Context: an optimization exercise on an open-source flow, tuned for small area. The choices shown serve that exercise and are no tape-out recipe.
The RTL was checked by simulation tests, not by an equivalence proof against the original design.
The flow treats the clock pin as an ideal source, which a real chip does not have.
Power and IR drop assume default switching activity.

## flow/design.v (module list and top-level ports; edited modules follow where they fit)
// module gf1: 2263 lines
module gf1
	(
	input MCLK,
	input CLK,  
	input IOW,
	input IOR,
	input CS1,  
	input CS2,  
	input DACK1,  
	input DACK2,  
	input RESET,
	output WAIT,
	output DRQ1,
	output DRQ2,
	output IRQ1,
	output IRQ2,
	output IRQ3,
	input DMA_TC,
	input [15:0] DATA_i,
	output [15:0] DATA_o,
	input IO16,
	input [3:0] ADDRESS,
	output BUSA_LOW,
	output BUSA_HIGH,
	input [7:0] DRAM_DATA_i,
	output [7:0] DRAM_DATA_o,
	output reg DRAM_WE,
	output reg DRAM_RAS,
	output [8:0] DRAM_ADDR,
	output DRAM_CAS0,
	output DRAM_CAS1,
	output DRAM_CAS2,
	output DRAM_CAS3,
	output DAC_DATA,
	output reg DAC_CLK,
	output reg DAC_LR,
	output reg DAC_LR2
	);
  // ...
==> flow/flow/run.sh <==
#!/bin/bash
# Own layout flow: the standard synthesis, its combinational logic re-mapped
# for area (registers untouched), then the standard layout with its own
# clock tree settings. Each tool's output goes to a log file here.
set -euo pipefail
HERE=$(pwd)
RES=$HERE/orfs/results/$FLOW_PLATFORM/gf1/base
LIB=$FLOW_HOME/platforms/$FLOW_PLATFORM/lib/sky130_fd_sc_hd__tt_025C_1v80.lib
CFG=$FLOW_HOME/platforms/$FLOW_PLATFORM/config.mk

# 1. standard synthesis
bash standard.sh "$RES/1_2_yosys.v" > "$HERE/log_1_synth.txt" 2>&1
cp "$RES/1_2_yosys.v" "$HERE/synth_standard.v"

# 2. re-map the combinational logic
SEQ=$(grep -oE 'sky130_fd_sc_hd__[a-z0-9_]+' "$RES/1_2_yosys.v" | sort -u | grep -E '__(e|s|se)?df|__dl' | tr '\n' ' ')
DU=$(sed -n '/DONT_USE_CELLS += /,/^#/p' "$CFG" | grep -oE 'sky130_fd_sc_hd__[a-z0-9_]+' | sed 's/^/-dont_use /' | tr '\n' ' ')
sed -e "s#{LIB}#$LIB#g" -e "s#{NETLIST}#$RES/1_2_yosys.v#g" -e "s#{TOP}#$FLOW_TOP#g" \
    -e "s#{SEQ}#$SEQ#g" -e "s#{DONTUSE}#$DU#g" -e "s#{ABCSCRIPT}#$HERE/flow/area.abc#g" \
    flow/remap.ys > "$HERE/remap_run.ys"
yosys -l "$HERE/log_2_remap.txt" -q "$HERE/remap_run.ys" > /dev/null 2>&1

# 3. the rest of the standard layout, with the clock tree settings below
CTS="-sink_clustering_enable -repair_clock_nets -dont_use_dummy_load -sink_clustering_size ${CTS_SIZE:-26} -sink_clustering_max_diameter ${CTS_DIAM:-80}"
bash standard.sh "CTS_ARGS=$CTS" "BUFFER_PORTS_ARGS=-buffer_cell sky130_fd_sc_hd__buf_1" finish > "$HERE/log_3_layout.txt" 2>&1
==> flow/flow/area.abc <==
&get -n
&st
&dc2
&dch -f
&nf -R 1000
&put
mfs2 -W 4 -M 5000
&get -n
&st
&dch -f
&nf -R 1000
&put
mfs2 -W 4 -M 5000
&get -n
&st
&dch -f
&nf -R 1000
&put
==> flow/flow/remap.ys <==
# Re-maps the combinational logic of the standard synthesis netlist for area.
# The flip-flops (dfxtp/edfxtp and any other sequential cell) are kept as they are.
read_liberty -ignore_miss_func {LIB}
read_verilog {NETLIST}
hierarchy -top {TOP}
blackbox {SEQ}
flatten
opt_clean
abc -liberty {LIB} {DONTUSE} -script {ABCSCRIPT}
opt_clean -purge
hilomap -singleton -hicell sky130_fd_sc_hd__conb_1 HI -locell sky130_fd_sc_hd__conb_1 LO
insbuf -buf sky130_fd_sc_hd__buf_4 A X
splitnets
opt_clean -purge
stat -liberty {LIB}
write_verilog -noattr -noexpr -nohex -nodec {NETLIST}
==> flow/standard.sh <==
#!/bin/bash
# synth_recipe.tcl (not shown) runs the flow's synth.tcl, then flattens the netlist and writes it again
# the make line also repeats each setting of config.mk as NAME=value (left out here)
make -C /OpenROAD-flow-scripts/flow DESIGN_CONFIG=/design/flow/config.mk WORK_HOME=/design/flow/orfs CLKGATE_MAP_FILE= SYNTH_SCRIPT=/design/flow/synth_recipe.tcl "${@:-finish}"
==> flow/config.mk <==
export PLATFORM = sky130hd
export DESIGN_NAME = gf1
export DESIGN_NICKNAME = gf1
export VERILOG_FILES = /design/flow/design.v
export SDC_FILE = /design/flow/constraint.sdc
export NUM_CORES = 8
export LEC_CHECK = 0
export CAP_MARGIN = 20
export CORE_MARGIN = 2
export CORE_UTILIZATION = 60
export PLACE_DENSITY = 0.7
export SLEW_MARGIN = 20
export SYNTH_MEMORY_MAX_BITS = 16384
==> flow/constraint.sdc <==
create_clock -name core_clock -period 15.0 [get_ports {MCLK}]
set_input_delay 3.0000 -clock core_clock [delete_from_list [all_inputs] [get_ports {MCLK}]]
set_output_delay 3.0000 -clock core_clock [all_outputs]
set_load 0.01 [all_outputs]
==> results by group, run 1 <==
Drt
  – TritonRoute pass-1 iters: 12
  – WL per Instance: 33.49 µm
  – DR DRC count: 0
  – Via density per instance: 6.978
  – Met2 WL post-DR: 275800 µm
  – Detailed-route via count: around 130k

Cells and area
  – Commonest non-fill, non-tap cells in the layout: dfxtp_1 (5061), nand2_1 (1503), edfxtp_1 (1161)
  – Final net count: roughly 15000
  – Multi-input logic area: 50900 µm²
  – Inverter count: 155

Critical path
  – CP endpoint: vr_ring[3646]
  – Bufs and invs on worst path: 7
  – CP Depth: 17

Outcome
  – Status: finished clean

Placement
  – Post-Place Setup Slack: 5.293 ns
  – # port buffers: 87

Clock tree
  – Total CTS buffers: 284
  – Post-CTS setup buffers: 0
  – Reg clk slew, reported paths: 0.10 ns
  – H-tree levels: 5

Pwr
  – Pleak: 72.88 nW
  – Switching Fraction: 26.68%
  – Clk pwr share: 28.0%
  – Seq pwr: ~18 mW

STA
  – Skew final: 0.08468 ns
  – Final period util: about three fifths
  – Setup Viol. Count Final: 0

Global routing
  – Grt met3 use: 10.12%
  – Initial antenna violation count: 31

Floorplanning
  – Die H: 564.1 µm
  – Core Box Area: 311900 µm²
  – Die X: roughly 560 µm
  – Die area: 318200 µm²
==> run 2, diff against run 1 <==
--- a/flow/design.v
+++ b/flow/design.v
@@ -619,16 +619,36 @@
 	reg [15:0] mul_val_a_l;
 	reg [15:0] mul_val_a;
 	reg [8:0] mul_val_b;
 	reg [7:0] interp_in;
 	reg [8:0] interp_in_mul;
 	wire signed [15:0] mul_val_a_s = mul_val_a;
 	wire signed [9:0] mul_val_b_s = { 1'h0, mul_val_b };
 	reg signed [24:0] mul_result;
+	reg [24:0] mul_booth;
+	reg [2:0] mb_g;
+	reg mb_one, mb_two, mb_neg;
+	reg [16:0] mb_p;
+	integer mb_i;
+	wire [10:0] mb_b = {1'b0, mul_val_b, 1'b0};
+	always @*
+	begin
+		mul_booth = 25'h0;
+		for (mb_i = 0; mb_i < 5; mb_i = mb_i + 1)
+		begin
+			mb_g = mb_b[2*mb_i +: 3];
+			mb_one = mb_g[0] ^ mb_g[1];
+			mb_two = (mb_g == 3'b011) | (mb_g == 3'b100);
+			mb_neg = mb_g[2] & ~(mb_g[1] & mb_g[0]);
+			mb_p = (mb_one ? {mul_val_a[15], mul_val_a} : (mb_two ? {mul_val_a, 1'b0} : 17'h0)) ^ {17{mb_neg}};
+			mul_booth = mul_booth + ({~mb_p[16], mb_p} << (2*mb_i)) + ({24'h0, mb_neg} << (2*mb_i));
+		end
+		mul_booth = mul_booth - 25'h0aa0000;
+	end
 	reg [15:0] mul_mem[0:1];
 	reg [15:0] mul_interp;
 	reg [11:0] atten_l[0:1];
 	reg [3:0] pan_l[0:1];
 	reg w2048;
 	wire [3:0] pan = w2048 ? pan_l[1] : ~pan_l[1];
 	reg [8:0] pan_atten;
 	wire [12:0] atten1 = { 1'h0, atten_l[1] } + { pan_atten, 4'h0 };
@@ -2095,17 +2115,17 @@
 		if (w2036)
 			interp_in_mul <= 9'h100 - { 1'h0, interp_in };
 		if (w2035)
 			interp_in_mul <= { 1'h0, interp_in };
 		if (clk3)
 			mul_val_b <= interp_in_mul;
 		else if (clk1)
 			mul_val_b <= { 1'h1, atten[7:0] };
-		mul_result <= mul_val_a_s * mul_val_b_s;
+		mul_result <= mul_booth;
 		if (w2415)
 			mul_mem[0] <= mul_result[23:8];
 		if (w2416)
 			mul_mem[1] <= mul_result[23:8];
 		if (w2036)
 			mul_interp <= mul_mem[0] + mul_mem[1];
 		if (w2415)
 			w2048 <= 1'h1;
==> results by group, run 2 <==
Global routing
  – GRT Total Usage: 40.84%
  – Grt ovf: 0
  – First-pass GRT wire length: 937900 µm
  – Vias in the first global route: around 130k
  – Initial antenna violation count: 49 (+58%)
  – Largest net degree at the start of global routing: 87

Cells and area
  – Top flop regs: vr_ring x4736, ram_output_latch x148, wave_next_l x116
  – Final net count: 14970 (-1.3%)
  – Post-route cell area: 203300 µm²
  – Share of post-route cells with drive strength above 1: 5.077%
  – Most common cell after layout, fill and taps aside: dfxtp_1
  – Cell Count, Final, Fillers Out: ~19000
  – Biggest register: vr_ring
  – Commonest non-fill, non-tap cells in the layout: dfxtp_1 (5060), nand2_1 (1303), edfxtp_1 (1161)
  – P&R area growth vs syn: 8.621%
  – Flip-flop count of the largest register after layout: between 4000 and 5000

STA
  – Final period util: 59.67% (-0.98 points)
  – Final setup TNS: 0 ns
  – Setup Viol. Count Final: 0 (unchanged)
  – Final min period: 8.951 ns
  – Highest Clock Rate: about 0.11 GHz
  – Worst Setup Slack, final: 6.050 ns
  – Worst-margin pin slew: approximately 1.3 ns
  – Slew HR: approximately 14%
  – Final Max Slew Viols: 0
  – Final hold vios: 0
  – Hold WS: 0.3062 ns
  – RSZ-0062 raised after global routing: false
  – Skew final: 0.1319 ns (+0.04718 ns)

Pwr
  – Cell Pwr Density: around 140 nW/µm²
  – Worst vdd ir: 114.5 µV
  – Pleak: 73.01 nW (+0.17%)

Placement
  – Routability-driven placement congestion ratio: 1.046
  – DP Area: 196000 µm²
  – Placed Instances: 18790
  – # port buffers: 87 (unchanged)
  – Post-DP HPWL: 427800 µm
  – Post-Place Setup Slack: 6.140 ns (+0.8466 ns)

Floorplanning
  – Die area: 316400 µm² (-0.57%)
  – Die X: 562.5 µm (-0.28%)
  – Row cnt: 205
  – Core Box Area: 311100 µm² (-0.25%)
  – Die H: 562.5 µm (-0.28%)
  – # IOs: 90
  – Initial Util: 60.15%

Clock tree
  – Clock sinks: 6255
  – PostCTS Resize Cnt: 0
  – H-tree levels: 5 (unchanged)
  – Clk root buf: clkbuf_16
  – Post-CTS setup buffers: 0 (unchanged)
  – Hold bufs inserted after CTS: 0
  – Reg clk slew, reported paths: 0.10 ns (about the same)
  – Clock Latency Late Sink: 0.99 ns
  – Maximum clock insertion buffer count: 4
  – CTS tree: done
  – Total CTS buffers: 285 (+0.35%)

Critical path
  – Worst EP required: between 15 and 20 ns
  – Crit Path Max Fanout: 86
  – Critical path's largest stage delay: 0.72 ns
  – Crit-path slowest cell: buf_4
  – WP data arrival: 9.62 ns
  – Worst reg2reg path depth: 40
  – Critical path type: reg -> reg
  – CP startpoint kind: register
  – Endpoint class of the critical path: register
  – Critical Path Most Common Cell: a21oi_1

Logic synthesis
  – Mapped Area: about 190000 µm²
  – Synth Warn #: 41
  – Syn_area_per_cell: 13.18 µm²
  – Post-synthesis instance total: 14200

Drt
  – Initial DRC Count: 24950
  – TritonRoute pass-1 iters: 12 (unchanged)
  – Detailed-route via count: 134200 (-0.31%)
  – DRT antenna net count: 0
  – WL per Instance: 34.81 µm (+4.0%)
  – DRT Wirelength: 664900 µm
  – DR DRC count: 0 (unchanged)
  – Via density per instance: 7.028 (+0.72%)

Worst hold path
  – Hold depth: 0
  – Min-Delay Path Class: reg -> reg

Run
  – Max Cap Violations: 0

Outcome
  – Status: finished clean
==> run 2: cell types whose count changed in the layout (fill, tap and decap cells not counted), sizes merged, moves of 14 or more <==
cell    previous run  this run
and3             113        64
o21ai            969       954
a22o             150       172
nand2           1508      1307
buf              448       466
a21oi            500       570
a31oi             87        59
a22oi            472       492
xnor2            230       175
mux2i            147       161
clkinv           152       169
xor2             178       154
o22ai             52        66
==> run 2: area by class of cell <==
type / instances / area (µm²)
inverter: 173 / 655.6
clock buffer: 285 / 7132
tap: 4140 / 5180
antenna: 30 / 75.07
timing repair buffer: 467 / 3502
fill: 22920 / 107800
sequential: 6255 / 137000
multi-input combinational: 7751 / 49780
==> run 2: worst max-delay path: cells and delay by family (launching register included) <==
kind / cells / cell delay (ns)
compound gates: 16 / 2.86
fa+ha+maj: 6 / 2.45
simple gates: 12 / 1.23
buf+inv: 2 / 0.79
mux: 2 / 0.60
xor+xnor: 2 / 0.35
flops: 1 / 0.33
==> run 2: report_power, final <==
group,switching [mW],internal [mW],total (mW)
combinational,1.46,0.778,2.24
clock,5.02,3.42,8.45
sequential,0.232,17.4,17.6
total,6.71,21.6,28.3
==> run 2: metal layers <==
| layer | part of all wire (%) | wire (µm) | track usage (%) | vias to the layer above |
|---|---|---|---|---|
| met5 | 0.044 | 293 | 0 | - |
| met4 | 7.3 | 48860 | 25.61 | 36 |
| met3 | 14 | 90070 | 10.18 | 2314 |
| met2 | 43 | 283300 | 60.60 | 10280 |
| met1 | 36 | 242400 | 53.88 | 65710 |
| li1 | - | - | - | 55910 |
==> run 2: final timing paths <==
| check | start | end | slack (ns) |
|---|---|---|---|
| max | wave_sel1 | wave_addr_l[1][28] | 6.05 |
| min | vr_ring[371] | vr_ring[519] | 0.31 |
| max reg2reg | wave_sel1 | wave_addr_l[1][28] | 6.05 |
| min reg2reg | vr_ring[371] | vr_ring[519] | 0.31 |
==> run 2: stage by stage <==
| step | total power, mW | util [%] |
|---|---|---|
| 2_1_floorplan | 19.38 | - |
| 3_3_place_gp | 20.10 | 63.00 |
| 3_5_place_dp | 20.14 | 63.01 |
| 4_1_cts | 28.18 | 65.30 |
| 5_1_grt | 29.01 | 65.32 |
| 6_report | 28.27 | 65.34 |
==> run 3, diff against run 2 <==
--- a/flow/flow/run.sh
+++ b/flow/flow/run.sh
@@ -21,5 +21,5 @@
 yosys -l "$HERE/log_2_remap.txt" -q "$HERE/remap_run.ys" > /dev/null 2>&1
 
 # 3. the rest of the standard layout, with the clock tree settings below
-CTS="-sink_clustering_enable -repair_clock_nets -dont_use_dummy_load -sink_clustering_size ${CTS_SIZE:-26} -sink_clustering_max_diameter ${CTS_DIAM:-80}"
+CTS="-sink_clustering_enable -repair_clock_nets -dont_use_dummy_load -sink_clustering_size ${CTS_SIZE:-28} -sink_clustering_max_diameter ${CTS_DIAM:-100}"
 bash standard.sh "CTS_ARGS=$CTS" "BUFFER_PORTS_ARGS=-buffer_cell sky130_fd_sc_hd__buf_1" finish > "$HERE/log_3_layout.txt" 2>&1
==> results by group, run 3 <==
Global routing
  – Grt ovf: 0 (unchanged)
  – Initial antenna violation count: 42 (-14%)
  – Largest net degree at the start of global routing: 87 (unchanged)
  – Vias in the first global route: 130500 (-0.33%)
  – GRT Total Usage: 40.80% (-0.047 points)
  – First-pass GRT wire length: 936200 µm (-0.18%)

STA
  – Setup Viol. Count Final: 0 (unchanged)
  – Worst-margin pin slew: 1.385 ns (+0.1015 ns)
  – Final hold vios: 0 (unchanged)
  – Highest Clock Rate: 0.1126 GHz (+0.81%)
  – RSZ-0062 raised after global routing: false
  – Final period util: 59.19% (-0.48 points)
  – Final setup TNS: 0 ns (unchanged)
  – Worst Setup Slack, final: 6.121 ns (+0.07191 ns)
  – Skew final: 0.08899 ns (-0.04287 ns)
  – Final Max Slew Viols: 0 (unchanged)
  – Slew HR: 7.053% (-6.8 points)
  – Final min period: 8.879 ns (-0.07191 ns)

Floorplanning
  – Initial Util: 60.15% (unchanged)
  – # IOs: 90 (unchanged)
  – Row cnt: 205 (unchanged)
  – Die H: 562.5 µm (unchanged)
  – Die X: 562.5 µm (unchanged)
  – Core Box Area: 311100 µm² (unchanged)
  – Die area: 316400 µm² (unchanged)

Critical path
  – WP data arrival: 9.56 ns (-0.06 ns)
  – CP startpoint kind: register
  – Crit-path slowest cell: buf_4
  – Critical path's largest stage delay: 0.72 ns (about the same)
  – Worst EP required: 15.68 ns (about the same)
  – Endpoint class of the critical path: register
  – Critical Path Most Common Cell: a21oi_1
  – Crit Path Max Fanout: 86 (unchanged)
  – Critical path type: reg -> reg

Pwr
  – Power Internal: 21.31 mW (-1.1%)
  – Net Sw Power: 6.646 mW (-1.0%)
  – Worst vdd ir: 103.4 µV (-9.7%)
  – Clk pwr share: 29.1% (-0.8 points)
  – Reg power frac: 62.9% (+0.7 points)
  – Switching Fraction: 23.77% (about the same)
  – Pleak: 72.74 nW (-0.37%)
  – Cell Pwr Density: 137.9 nW/µm² (-0.83%)
  – Comb pwr share: 8.0% (about the same)

Cells and area
  – P&R area growth vs syn: 8.323%
  – Share of post-route cells with drive strength above 1: 4.937% (-0.14 points)
  – Most common cell after layout, fill and taps aside: dfxtp_1
  – Fillers: 22970 (+0.25%)
  – Multi-input logic area: 49780 µm² (unchanged)
  – Flip-flop count of the largest register after layout: 4736 (unchanged)
  – Biggest register: vr_ring
  – Commonest non-fill, non-tap cells in the layout: dfxtp_1 (5060), nand2_1 (1303), edfxtp_1 (1161)
  – Seq. cell area: 137000 µm² (unchanged)
  – Final net count: 14950 (-0.15%)
  – Cell Count, Final, Fillers Out: 19080 (-0.13%)
  – Top flop regs: vr_ring x4736, ram_output_latch x148, wave_next_l x116
  – Final core occ: 65.16% (-0.18 points)
  – Post-route cell area: 202700 µm² (-0.27%)

Run
  – Max Cap Violations: 0 (unchanged)

Placement
  – # port buffers: 87 (unchanged)
  – Routability-driven placement congestion ratio: 1.046 (unchanged)
  – Placed Instances: 18790 (unchanged)
  – Post-Place Setup Slack: 6.140 ns (unchanged)
  – Post-DP HPWL: 427800 µm (unchanged)
  – DP Area: 196000 µm² (unchanged)

Clock tree
  – H-tree levels: 5 (unchanged)
  – Clk root buf: clkbuf_16
  – Clock sinks: 6255 (unchanged)
  – Reg clk slew, reported paths: 0.12 ns (+0.02 ns)
  – Clock Latency Late Sink: 0.96 ns (-0.03 ns)
  – Maximum clock insertion buffer count: 4 (unchanged)
  – Hold bufs inserted after CTS: 0 (unchanged)
  – Total CTS buffers: 263 (-7.7%)
  – CTS tree: done
  – PostCTS Resize Cnt: 0 (unchanged)
  – Post-CTS setup buffers: 0 (unchanged)

Logic synthesis
  – Syn_area_per_cell: 13.18 µm² (unchanged)
  – Synth Warn #: 41 (unchanged)
  – Mapped Area: 187200 µm² (unchanged)
  – Post-synthesis instance total: 14200 (unchanged)

Outcome
  – Status: finished clean

Drt
  – DRT Wirelength: 664700 µm (about the same)
  – TritonRoute pass-1 iters: 11 (-1)
  – WL per Instance: 34.85 µm (about the same)
  – Detailed-route via count: 134000 (-0.20%)
  – DRT antenna net count: 0 (unchanged)
  – Via density per instance: 7.023 (about the same)
  – Initial DRC Count: 25000 (+0.18%)
  – DR DRC count: 0 (unchanged)

Worst hold path
  – Min-Delay Path Class: reg -> reg
-- run 3: worst paths after layout --
path              slack, ns    startpoint  cells past startpoint                 end
setup / recovery       6.12     wave_sel1                     40  wave_addr_l[1][28]
hold / removal         0.29  vr_ring[754]                      0        vr_ring[902]
setup reg to reg       6.12     wave_sel1                     40  wave_addr_l[1][28]
hold reg to reg        0.29  vr_ring[754]                      0        vr_ring[902]
-- run 3: per-stage QoR --
stage               power (mW)  hold slack, ns
floorplan                19.38          0.3256
global placement         20.10          0.3310
detailed placement       20.14          0.3345
CTS                      27.88          0.2869
global route             28.72          0.2780
finish                   27.95          0.2873
-- run 3: critical path, delay by kind of cell (launching register included) --
kind / cells / cell delay (ns)
AOI/OAI and AO/OA: 19 / 3.40
xor gates and xnor gates: 1 / 0.17
adders and majority gates: 6 / 2.43
buffers and inverters: 2 / 0.78
DFF: 1 / 0.34
muxes: 1 / 0.32
and+or+nand+nor: 11 / 1.18
-- run 3: per-layer routing --
layer	part of all wire (%)	track usage, %	up-vias
met5	0.034	0	-
met4	7.2	24.57	34
met3	14	10.02	2238
met2	43	60.56	10140
met1	37	54.29	65710
li1	-	-	55860
-- run 3: final cells by class --
class,instances,area share (%)
Timing Repair Buffer,467,1.727
Antenna cell,27,0.03333
Clock buffer,263,3.246
Tap cell,4140,2.555
Sequential cell,6255,67.56
Multi-Input combinational cell,7751,24.56
Inverter,173,0.3234
-- run 3: power by group through the flow --
stage	combinational (mW)	clock, mW	sequential [mW]
floorplan	1.48	0	17.9
global placement	2.15	0	18.0
detailed placement	2.17	0	18.0
CTS	2.20	8.10	17.6
global route	2.43	8.68	17.6
finish	2.24	8.13	17.6
==> run 4, diff against run 3 <==
--- a/flow/flow/area.abc
+++ b/flow/flow/area.abc
@@ -16,3 +16,9 @@
 &dch -f
 &nf -R 1000
 &put
+mfs2 -W 4 -M 5000
+&get -n
+&st
+&dch -f
+&nf -R 1000
+&put
--- a/flow/config.mk
+++ b/flow/config.mk
@@ -7,7 +7,7 @@
 export LEC_CHECK = 0
 export CAP_MARGIN = 20
 export CORE_MARGIN = 2
-export CORE_UTILIZATION = 60
-export PLACE_DENSITY = 0.7
+export CORE_UTILIZATION = 65
+export PLACE_DENSITY = 0.75
 export SLEW_MARGIN = 20
 export SYNTH_MEMORY_MAX_BITS = 16384
==> results by group, run 4 <==
Outcome
  – Status: finished clean

Logic synthesis
  – Post-synthesis instance total: 14220 (+0.18%)
  – Synth Warn #: 41 (unchanged)
  – Mapped Area: 187000 µm² (about the same)
  – Syn_area_per_cell: 13.15 µm² (-0.26%)

Global routing
  – GRT Total Usage: 43.47% (+2.7 points)
  – Vias in the first global route: 130300 (-0.17%)
  – Grt ovf: 0 (unchanged)
  – Initial antenna violation count: 52 (+24%)
  – First-pass GRT wire length: 924100 µm (-1.3%)
  – Global-route met2 utilization: 63.75% (+3.2 points)
  – Met1 Use GR: 58.33% (+4.0 points)
  – Largest net degree at the start of global routing: 72 (-17%)
  – Grt met3 use: 11.77% (+1.8 points)
  – GR peak layer: met2

Cells and area
  – Top flop regs: vr_ring x4736, ram_output_latch x148, wave_next_l x116
  – Commonest non-fill, non-tap cells in the layout: dfxtp_1 (5058), nand2_1 (1348), edfxtp_1 (1161)
  – P&R area growth vs syn: 7.957%
  – Most common cell after layout, fill and taps aside: dfxtp_1
  – Final net count: 14960 (+0.060%)
  – Flip-flop count of the largest register after layout: 4736 (unchanged)
  – Final core occ: 70.66% (+5.5 points)
  – Fillers: 19770 (-14%)
  – Share of post-route cells with drive strength above 1: 4.840% (-0.097 points)
  – Biggest register: vr_ring

Drt
  – Initial DRC Count: 26230 (+4.9%)
  – TritonRoute pass-1 iters: 15 (+4)
  – DRT Wirelength: 652700 µm (-1.8%)
  – DRT antenna net count: 0 (unchanged)
  – Via density per instance: 7.205 (+2.6%)
  – DR DRC count: 0 (unchanged)
  – WL per Instance: 34.85 µm (about the same)
  – Detailed-route via count: 134900 (+0.72%)

Critical path
  – Bufs and invs on worst path: 1 (-1)
  – WP data arrival: 10.70 ns (+1.14 ns)
  – Crit-path slowest cell: buf_4
  – Crit path max-delay family: compound AO/OA/AOI/OAI gates
  – Critical path type: reg -> reg
  – CP startpoint kind: register
  – Crit Path Max Fanout: 71 (-17%)
  – Worst EP required: 15.67 ns (about the same)
  – Critical Path Most Common Cell: a21oi_1
  – Endpoint class of the critical path: register
  – Critical path's largest stage delay: 0.75 ns (+0.03 ns)

STA
  – Hold WS: 0.3026 ns (+0.01522 ns)
  – Final hold vios: 0 (unchanged)
  – Setup Viol. Count Final: 0 (unchanged)
  – Highest Clock Rate: 0.09973 GHz (-11%)
  – Worst-margin pin slew: 1.239 ns (-0.1460 ns)
  – Final min period: 10.03 ns (+1.149 ns)
  – Final Max Slew Viols: 0 (unchanged)
  – Skew final: 0.09822 ns (+0.009228 ns)
  – RSZ-0062 raised after global routing: false
  – Final period util: 66.85% (+7.7 points)
  – Slew HR: 16.53% (+9.5 points)
  – Final setup TNS: 0 ns (unchanged)

Pwr
  – Cell Pwr Density: 140.3 nW/µm² (+1.8%)
  – Pleak: 72.11 nW (-0.87%)
  – Switching Fraction: 24.50% (+0.72 points)
  – Reg power frac: 62.2% (-0.7 points)
  – Worst vdd ir: 115.6 µV (+12%)
  – Clk pwr share: 28.6% (-0.5 points)
  – Tot Pwr: 28.33 mW (+1.3%)
  – Power Internal: 21.39 mW (+0.37%)
  – Comb pwr share: 9.2% (+1.2 points)
  – Net Sw Power: 6.939 mW (+4.4%)

Placement
  – Post-DP HPWL: 408100 µm (-4.6%)
  – # port buffers: 87 (unchanged)
  – Routability-driven placement congestion ratio: 1.006 (-3.8%)

Clock tree
  – Reg clk slew, reported paths: 0.11 ns (about the same)
  – Total CTS buffers: 262 (-0.38%)
  – Hold bufs inserted after CTS: 0 (unchanged)
  – Clock Latency Late Sink: 0.97 ns (about the same)
  – Maximum clock insertion buffer count: 4 (unchanged)
  – CTS tree: done
  – Clk root buf: clkbuf_16
  – Post-CTS setup buffers: 0 (unchanged)
  – Clock sinks: 6255 (unchanged)
  – PostCTS Resize Cnt: 0 (unchanged)
  – H-tree levels: 5 (unchanged)

Floorplanning
  – Initial Util: 65.46% (+5.3 points)
  – Core Box Area: 285700 µm² (-8.2%)
  – Die area: 292000 µm² (-7.7%)
  – Die H: 540.4 µm (-3.9%)
  – # IOs: 90 (unchanged)
  – Die X: 540.4 µm (-3.9%)
  – Row cnt: 196 (-4.4%)

Run
  – Max Cap Violations: 0 (unchanged)

Worst hold path
  – Min-Delay Path Class: reg -> reg
-- run 4: routing by layer --
layer / vias up / wire length [µm]
li1: 55840 / -
met1: 65200 / 233300
met2: 11290 / 275600
met3: 2585 / 98010
met4: 26 / 45410
met5: - / 255
-- run 4: per-stage QoR --
step	area (µm²)	cells	worst slack, ns
floorplan	187000	14220	2.704
global placement	195100	18410	5.077
detailed placement	195100	18420	5.158
CTS	201700	18680	5.106
global route	201800	18690	4.282
finish	201900	18730	4.973
-- run 4: final cells by class --
cell class              instances  area [µm²]  share of cell area, %
inverters                     185       696.9                 0.3452
flip-flops and latches       6255      137000                  67.84
repair buffers                451        3268                  1.619
diodes                         48       120.1                0.05950
well taps                    3762        4707                  2.332
clock buffers                 262        6556                  3.248
multi-input cells            7765       49570                  24.55
-- run 4: path summary, 6_finish.rpt --
kind            startpoint                  to  slack (ns)  depth (start not counted)
max reg2reg      wave_sel1  wave_addr_l[1][28]        4.97                         40
min reg2reg  vr_ring[3930]       vr_ring[4078]        0.30                          0
max              wave_sel1  wave_addr_l[1][28]        4.97                         40
min          vr_ring[3930]       vr_ring[4078]        0.30                          0
-- run 4: power groups by stage --
| stage | clock (mW) | combinational [mW] | sequential (mW) |
|---|---|---|---|
| CTS | 8.06 | 2.54 | 17.6 |
| floorplan | 0 | 1.57 | 18.0 |
| global placement | 0 | 2.50 | 18.0 |
| finish | 8.10 | 2.61 | 17.6 |
| global route | 8.61 | 2.77 | 17.6 |
| detailed placement | 0 | 2.51 | 18.0 |
==> run 5, diff against run 4 <==
--- a/flow/flow/run.sh
+++ b/flow/flow/run.sh
@@ -7,6 +7,7 @@
 RES=$HERE/orfs/results/$FLOW_PLATFORM/gf1/base
 LIB=$FLOW_HOME/platforms/$FLOW_PLATFORM/lib/sky130_fd_sc_hd__tt_025C_1v80.lib
 CFG=$FLOW_HOME/platforms/$FLOW_PLATFORM/config.mk
+PORTS="BUFFER_PORTS_ARGS=-buffer_cell sky130_fd_sc_hd__buf_1"
 
 # 1. standard synthesis
 bash standard.sh "$RES/1_2_yosys.v" > "$HERE/log_1_synth.txt" 2>&1
@@ -20,6 +21,22 @@
     flow/remap.ys > "$HERE/remap_run.ys"
 yosys -l "$HERE/log_2_remap.txt" -q "$HERE/remap_run.ys" > /dev/null 2>&1
 
-# 3. the rest of the standard layout, with the clock tree settings below
-CTS="-sink_clustering_enable -repair_clock_nets -dont_use_dummy_load -sink_clustering_size ${CTS_SIZE:-28} -sink_clustering_max_diameter ${CTS_DIAM:-100}"
-bash standard.sh "CTS_ARGS=$CTS" "BUFFER_PORTS_ARGS=-buffer_cell sky130_fd_sc_hd__buf_1" finish > "$HERE/log_3_layout.txt" 2>&1
+BASE_CTS="-sink_clustering_enable -repair_clock_nets -dont_use_dummy_load"
+CHOSEN=""
+i=0
+for cfg in "32 100" "30 100 -clustering_exponent 2" "30 90" "29 100" "28 100" "26 80"; do
+  i=$((i+1))
+  set -- $cfg
+  ARGS="$BASE_CTS -sink_clustering_size $1 -sink_clustering_max_diameter $2 ${*:3}"
+  rm -f "$RES/4_1_cts.odb" "$RES/4_cts.odb" "$RES/4_cts.sdc"
+  bash standard.sh "CTS_ARGS=$ARGS" "$PORTS" cts > "$HERE/log_3_cts_try$i.txt" 2>&1
+  ODB="$RES/4_1_cts.odb" SDC="$RES/4_cts.sdc" openroad -no_init -exit flow/clkslew.tcl > "$HERE/log_3_slew_try$i.txt" 2>&1 || true
+  S=$(awk '/^CLKSLEW/{print $2}' "$HERE/log_3_slew_try$i.txt")
+  CHOSEN="$ARGS"
+  echo "try $i: $ARGS: slew $S" >> "$HERE/log_3_cts_chosen.txt"
+  if awk -v s="$S" 'BEGIN{exit !(s != "" && s <= 0.112)}'; then break; fi
+done
+echo "chosen: $CHOSEN" >> "$HERE/log_3_cts_chosen.txt"
+
+# 4. the rest of the standard layout
+bash standard.sh "CTS_ARGS=$CHOSEN" "$PORTS" finish > "$HERE/log_4_layout.txt" 2>&1
==> flow/flow/clkslew.tcl (new file) <==
# Largest flip-flop clock-pin slew after clock tree synthesis, with placement parasitics.
set plat $::env(FLOW_HOME)/platforms/$::env(FLOW_PLATFORM)
read_lef $plat/lef/sky130_fd_sc_hd.tlef
read_lef $plat/lef/sky130_fd_sc_hd_merged.lef
read_liberty $plat/lib/sky130_fd_sc_hd__tt_025C_1v80.lib
read_db $::env(ODB)
read_sdc $::env(SDC)
source $plat/setRC.tcl
estimate_parasitics -placement
set mx 0
foreach p [get_pins -hierarchical */CLK] {
  set s [get_property $p slew_max]
  if {$s > $mx} { set mx $s }
}
puts "CLKSLEW $mx"
==> results by group, run 5 <==
Clock tree
  – Clk root buf: clkbuf_16
  – PostCTS Resize Cnt: 0 (unchanged)
  – CTS tree: done
  – Clock sinks: 6255 (unchanged)
  – H-tree levels: 5 (unchanged)
  – Post-CTS setup buffers: 0 (unchanged)
  – Clock Latency Late Sink: 0.97 ns (about the same)
  – Reg clk slew, reported paths: 0.11 ns (about the same)
  – Hold bufs inserted after CTS: 0 (unchanged)
  – Maximum clock insertion buffer count: 4 (unchanged)
  – Total CTS buffers: 262 (unchanged)

STA
  – RSZ-0062 raised after global routing: false
  – Final period util: 66.85% (unchanged)
  – Final setup TNS: 0 ns (unchanged)
  – Setup Viol. Count Final: 0 (unchanged)
  – Final Max Slew Viols: 0 (unchanged)
  – Final min period: 10.03 ns (unchanged)
  – Worst-margin pin slew: 1.239 ns (unchanged)
  – Hold WS: 0.3026 ns (unchanged)
  – Skew final: 0.09822 ns (unchanged)
  – Slew HR: 16.53% (unchanged)
  – Final hold vios: 0 (unchanged)
  – Highest Clock Rate: 0.09973 GHz (unchanged)

Floorplanning
  – Initial Util: 65.46% (unchanged)
  – Die H: 540.4 µm (unchanged)
  – Row cnt: 196 (unchanged)
  – Core Box Area: 285700 µm² (unchanged)
  – # IOs: 90 (unchanged)
  – Die area: 292000 µm² (unchanged)
  – Die X: 540.4 µm (unchanged)

Pwr
  – Net Sw Power: 6.939 mW (unchanged)
  – Worst vdd ir: 115.6 µV (unchanged)
  – Cell Pwr Density: 140.3 nW/µm² (unchanged)
  – Reg power frac: 62.2% (about the same)
  – Switching Fraction: 24.50% (unchanged)
  – Pleak: 72.11 nW (unchanged)
  – Comb pwr share: 9.2% (about the same)
  – Power Internal: 21.39 mW (unchanged)
  – Clk pwr share: 28.6% (about the same)

Drt
  – WL per Instance: 34.85 µm (unchanged)
  – DRT antenna net count: 0 (unchanged)
  – DR DRC count: 0 (unchanged)
  – Detailed-route via count: 134900 (unchanged)
  – Initial DRC Count: 26230 (unchanged)
  – TritonRoute pass-1 iters: 15 (unchanged)
  – Via density per instance: 7.205 (unchanged)
  – DRT Wirelength: 652700 µm (unchanged)

Critical path
  – CP startpoint kind: register
  – Crit path max-delay family: compound AO/OA/AOI/OAI gates
  – Critical path's largest stage delay: 0.75 ns (about the same)
  – Critical Path Most Common Cell: a21oi_1
  – RR Endpoint: wave_addr_l[1][28]
  – Worst EP required: 15.67 ns (about the same)
  – Worst reg2reg path depth: 40 (unchanged)
  – Crit Path Max Fanout: 71 (unchanged)
  – WP data arrival: 10.70 ns (about the same)
  – Endpoint class of the critical path: register
  – Setup slack, reg-to-reg: 4.97 ns (about the same)
  – Critical path type: reg -> reg
  – Bufs and invs on worst path: 1 (unchanged)
  – Crit-path slowest cell: buf_4
  – Reg-to-Reg Start: wave_sel1

Placement
  – Routability-driven placement congestion ratio: 1.006 (unchanged)
  – # port buffers: 87 (unchanged)
  – Post-DP HPWL: 408100 µm (unchanged)

Worst hold path
  – Hold depth: 0 (unchanged)
  – Min-Delay Path Class: reg -> reg
  – Hold path start: vr_ring[3930]
  – Worst Hold End: vr_ring[4078]

Logic synthesis
  – Syn_area_per_cell: 13.15 µm² (unchanged)
  – Mapped Area: 187000 µm² (unchanged)
  – Synth Warn #: 41 (unchanged)
  – Post-synthesis instance total: 14220 (unchanged)

Global routing
  – Grt ovf: 0 (unchanged)
  – First-pass GRT wire length: 924100 µm (unchanged)
  – Largest net degree at the start of global routing: 72 (unchanged)
  – Vias in the first global route: 130300 (unchanged)
  – Initial antenna violation count: 52 (unchanged)
  – GRT Total Usage: 43.47% (unchanged)

Cells and area
  – Flip-flop count of the largest register after layout: 4736 (unchanged)
  – Biggest register: vr_ring
  – P&R area growth vs syn: 7.957% (unchanged)
  – Top flop regs: vr_ring x4736, ram_output_latch x148, wave_next_l x116
  – Share of post-route cells with drive strength above 1: 4.840% (unchanged)
  – Commonest non-fill, non-tap cells in the layout: dfxtp_1 (5058), nand2_1 (1348), edfxtp_1 (1161)
  – Final net count: 14960 (unchanged)
  – Most common cell after layout, fill and taps aside: dfxtp_1

Run
  – Max Cap Violations: 0 (unchanged)

Outcome
  – Status: finished clean
[run 5: cell counts in the layout (fill, tap and decap cells not counted)]
Identical to the previous run, type by type.
[run 5: metrics by stage]
step	std cells	util (%)	worst slack [ns]	total power, mW	cell area (µm²)
global route	18690	70.63	4.282	29.01	201800
CTS	18680	70.60	5.106	28.21	201700
global placement	18410	68.30	5.077	20.49	195100
detailed placement	18420	68.30	5.158	20.50	195100
floorplan	14220	-	2.704	19.53	187000
finish	18730	70.66	4.973	28.33	201900
[run 5: worst max-delay path by stage]
stage / start / endpoint / slack (ns) / depth (start not counted)
after CTS: wave_sel1 / wave_addr_l[1][28] / 5.11 / 40
after global routing: wave_sel1 / wave_addr_l[1][28] / 4.28 / 40
final: wave_sel1 / wave_addr_l[1][28] / 4.97 / 40
after floorplan: CLK / ramp_next_l[1][0] / 2.70 / 3
after detailed placement: wave_sel1 / wave_addr_l[1][28] / 5.16 / 40
after global placement: wave_sel1 / wave_addr_l[1][28] / 5.08 / 40
[run 5: cell type report]
type | instances | area, µm²
flip-flops and latches | 6255 | 137000
fillers | 19770 | 83810
multi-input cells | 7765 | 49570
clock buffers | 262 | 6556
well taps | 3762 | 4707
repair buffers | 451 | 3268
inverters | 185 | 696.9
diodes | 48 | 120.1
[run 5: power groups by stage]
stage | sequential, mW | combinational (mW) | clock (mW)
after CTS | 17.6 | 2.54 | 8.06
after floorplan | 18.0 | 1.57 | 0
final | 17.6 | 2.61 | 8.10
after global routing | 17.6 | 2.77 | 8.61
after global placement | 18.0 | 2.50 | 0
after detailed placement | 18.0 | 2.51 | 0
[run 5: per-layer routing]
layer  wire [µm]  global-route usage, %
met1      233300                  58.33
met2      275600                  63.75
met3       98010                  11.77
met4       45410                  25.07
met5         255                      0

## port drivers added, routing unchanged
Ports are ideal in the flow. The routed layouts listed here were re-timed in OpenROAD. Step 1: set_driving_cell puts a clkbuf_16 on MCLK and a buf_2 on each other input, an assumption about the parent block. Step 2, shift: input delay + t, output delay - t, t = (earliest + latest rising clock arrival at the registers) / 2. This alone moves slack from input paths to output paths. a / b / c = ideal ports / drivers / drivers and shift; a / b = the first two.
run	t (ns)	setup WS [ns]	hold WS [ns]	latest minus earliest clock arrival (ns)	pins driven straight from the clock port
run 1	1.024	5.902 / 5.979 / 4.955	0.309 / 0.309 / 0.309	0.113 / 0.113	1
run 2	1.046	6.050 / 6.050 / 5.793	0.306 / 0.306 / 0.306	0.147 / 0.146	1
run 3	1.034	6.121 / 6.121 / 5.733	0.287 / 0.287 / 0.287	0.097 / 0.098	1
run 4	1.034	4.973 / 4.973 / 4.973	0.303 / 0.303 / 0.303	0.121 / 0.121	1
run 5	1.034	4.973 / 4.973 / 4.973	0.303 / 0.303 / 0.303	0.121 / 0.121	1
After both steps setup and hold are still met in every run listed. The setup slack of run 1, which loses most, moves by +0.077 ns with the drivers and by -0.947 ns with both steps.
